From an optimization exercise on the open Yosys and OpenROAD flow, aimed at small area, a short achievable clock period and few clock cycles; shortcuts taken in it are not production practice. The RTL was checked by simulation tests, not by an equivalence proof against the original design. Power and IR drop assume default switching activity.

Setup of build 80:
==> flow/design.v (excerpt) <==
module top (
    input         clk_i,
    input         rst_i,
    input  [7:0]  addr_i,
    input  [31:0] data_i,
    input         wr_vi,
    output [31:0] data_o
);
clock: 6.5 ns
lec_check: 0
cap_margin: 20
core_margin: 2
core_utilization: 55
cts_cluster_diameter: 80
cts_cluster_size: 25
place_density: 0.8
setup_slack_margin: 3.7
slew_margin: 20
synth_hierarchical: 1
synth_minimum_keep_size: 0
run.sh (not shown) runs the stock make flow with config.mk's settings and CLKGATE_MAP_FILE= SYNTH_SCRIPT=/design/flow/synth_recipe.tcl, a recipe that flattens the netlist after the stock synthesis.
Testbench counts of build 80, summed over its fixed seeds: cycles 13,056.
> inputs changed (build 80 -> build 93)
Settings: PLACE_DENSITY now 0.7, was 0.8.
==> run notes <==
Status: sequential fraction of design power parity (build 80, build 93)
Cmp build 93 vs build 80: count of filler cells inserted in the layout higher in build 93
Comparing build 93 and build 80, global-route wire length before repair is lower on build 80.
sky130_fd_sc_hd__buf_6 as the worst-path cell with the longest stage delay was reported by build 93, and sky130_fd_sc_hd__dfrtp_1 by build 80.
Diff build 80 -> build 93: setup slack moved up, number of global-route vias before repair moved down, critical path depth moved up, clock buffer instance count of the final layout moved down, required time of the worst setup path moved up.
Against build 80 as the reference, build 93 delivers a lower final critical delay including setup and external delays.
[inputs] build 8 vs build 93
Settings: changing CTS_CLUSTER_SIZE from 25 to 30.
--- outcome ---
Build 8 completed; timing, DRC and antenna clean. Comparing build 8 and build 93, highest cell delay on the worst timing path is higher on build 8. Build 93 and build 8 ended up with roughly the same cell area. On build 8: combinational share of power is 0.2 points higher than what build 93 gave. The number of search-and-repair iterations in the first detailed-routing pass in build 8 sits 1 below the value recorded for build 93. Going from build 93 to build 8, global-route wire length before repair did not really move, met1 layer wirelength in the final routing shows a reduction of about 0.7%, clock buffer count from CTS has decreased. Clock-buffer cell count (build 93 / build 8): 1.2.

---

Another version of the RTL of top (not shown whole).
Size in the first run: roughly 6600 cells after synthesis, about 1600 flip-flops, ~75 I/O pins.
make LEC_CHECK=0 CAP_MARGIN=20 CORE_MARGIN=2 CORE_UTILIZATION=30 CTS_CLUSTER_DIAMETER=80 CTS_CLUSTER_SIZE=25 PLACE_DENSITY=0.7 SETUP_SLACK_MARGIN=3.7 SLEW_MARGIN=20 SYNTH_HIERARCHICAL=1 SYNTH_MINIMUM_KEEP_SIZE=0 finish   # period 6.5 ns
The baseline produced a clean layout.
Testbench counts at the start, summed over its fixed seeds: cycles 13,056.
Next try:
--- a/flow/config.mk
+++ b/flow/config.mk
@@ -10 +10 @@
-export CORE_UTILIZATION = 30
+export CORE_UTILIZATION = 45
@@ -15 +15 @@
-export SLEW_MARGIN = 20
+export SLEW_MARGIN = 60
Setup slack improves by 120 ps; die area decreases by about 33%; cell area decreases by 1.1%; sequential share of layout area increases by 0.54 points; hold slack improves by 17 ps; non-clock buffer count increases by 65; first-iteration DRC count increases by 3.8%; wire length decreases by about 7.5%; global-route usage increases by 7.7 points; fmax increases by about 4.3%.

---

top again, from the RTL that the note above started with.
Settings: LEC_CHECK=0, CAP_MARGIN=20, CORE_MARGIN=2, CORE_UTILIZATION=55, CTS_CLUSTER_DIAMETER=80, CTS_CLUSTER_SIZE=25, PLACE_DENSITY=0.7, SETUP_SLACK_MARGIN=3.9, SLEW_MARGIN=20, SYNTH_HIERARCHICAL=1, SYNTH_MINIMUM_KEEP_SIZE=0; clock period 6.5 ns.
The baseline finished clean.
Testbench counts at the start, summed over its fixed seeds: cycles 13,056.
Rerun with:
- SETUP_SLACK_MARGIN: 3.9 -> 3.5
=>
- register-to-register slack loses 210 ps
- critical path depth fell by 3
- routed wire length fell by a little under a tenth
- global-route usage fell by 2.1 points
- core utilization fell by 4.4 points
- final cell count fell by a few percent
- via count fell by a few percent
- setup slack loses 250 ps
- flip-flop and latch count stays the same
- clock power fell by a few percent
Rerun with:
- CORE_UTILIZATION: 55 -> 45
- SETUP_SLACK_MARGIN: 3.5 -> 3.7
Outcome:
- The new run produced a clean layout
- first-iteration DRC count goes up by about 9%
- total power goes up by about 3%
- setup slack is better by 180 ps
- non-clock buffer count goes up by 57
- register-to-register slack is better by 200 ps
- via count goes up by about 1.5%
- sequential cell count is unchanged
- final cell count goes up by 5.8%

port drivers added, routing unchanged:
No port has a modelled driver above. Below, the same layouts with a new extraction and two added sets of constraints.
Step 1 (the two cells are an assumption about what drives the block):
set clk [get_ports {clk_i}]
set_driving_cell -lib_cell sky130_fd_sc_hd__clkbuf_16 $clk
set_driving_cell -lib_cell sky130_fd_sc_hd__buf_2 [delete_from_list [all_inputs] $clk]
Step 2, shift: input delay + t, output delay - t, t = (earliest + latest rising clock arrival at the registers) / 2. This alone moves slack from input paths to output paths.
Slacks: ideal / step 1 / step 2; pairs: ideal / step 1.
run	t, ns	slack for setup (ns)	pins driven straight from the clock port
build 80	0.812	3.327 / 3.327 / 2.774	1
build 93	0.810	3.614 / 3.626 / 2.815	1
build 8	0.807	3.642 / 3.662 / 2.865	1
the first run of note 2	0.844	3.492 / 3.330 / 2.487	1
the second run of note 2	0.829	3.617 / 3.640 / 2.820	1
the first run of note 3	0.837	3.645 / 3.645 / 2.821	1
the second run of note 3	0.826	3.391 / 3.423 / 2.601	1
the third run of note 3	0.816	3.572 / 3.384 / 2.569	1
After both steps setup and hold are still met in every run listed. The setup slack of the first run of note 2, which loses most, moves by -0.162 ns with the drivers and by -1.005 ns with both steps.
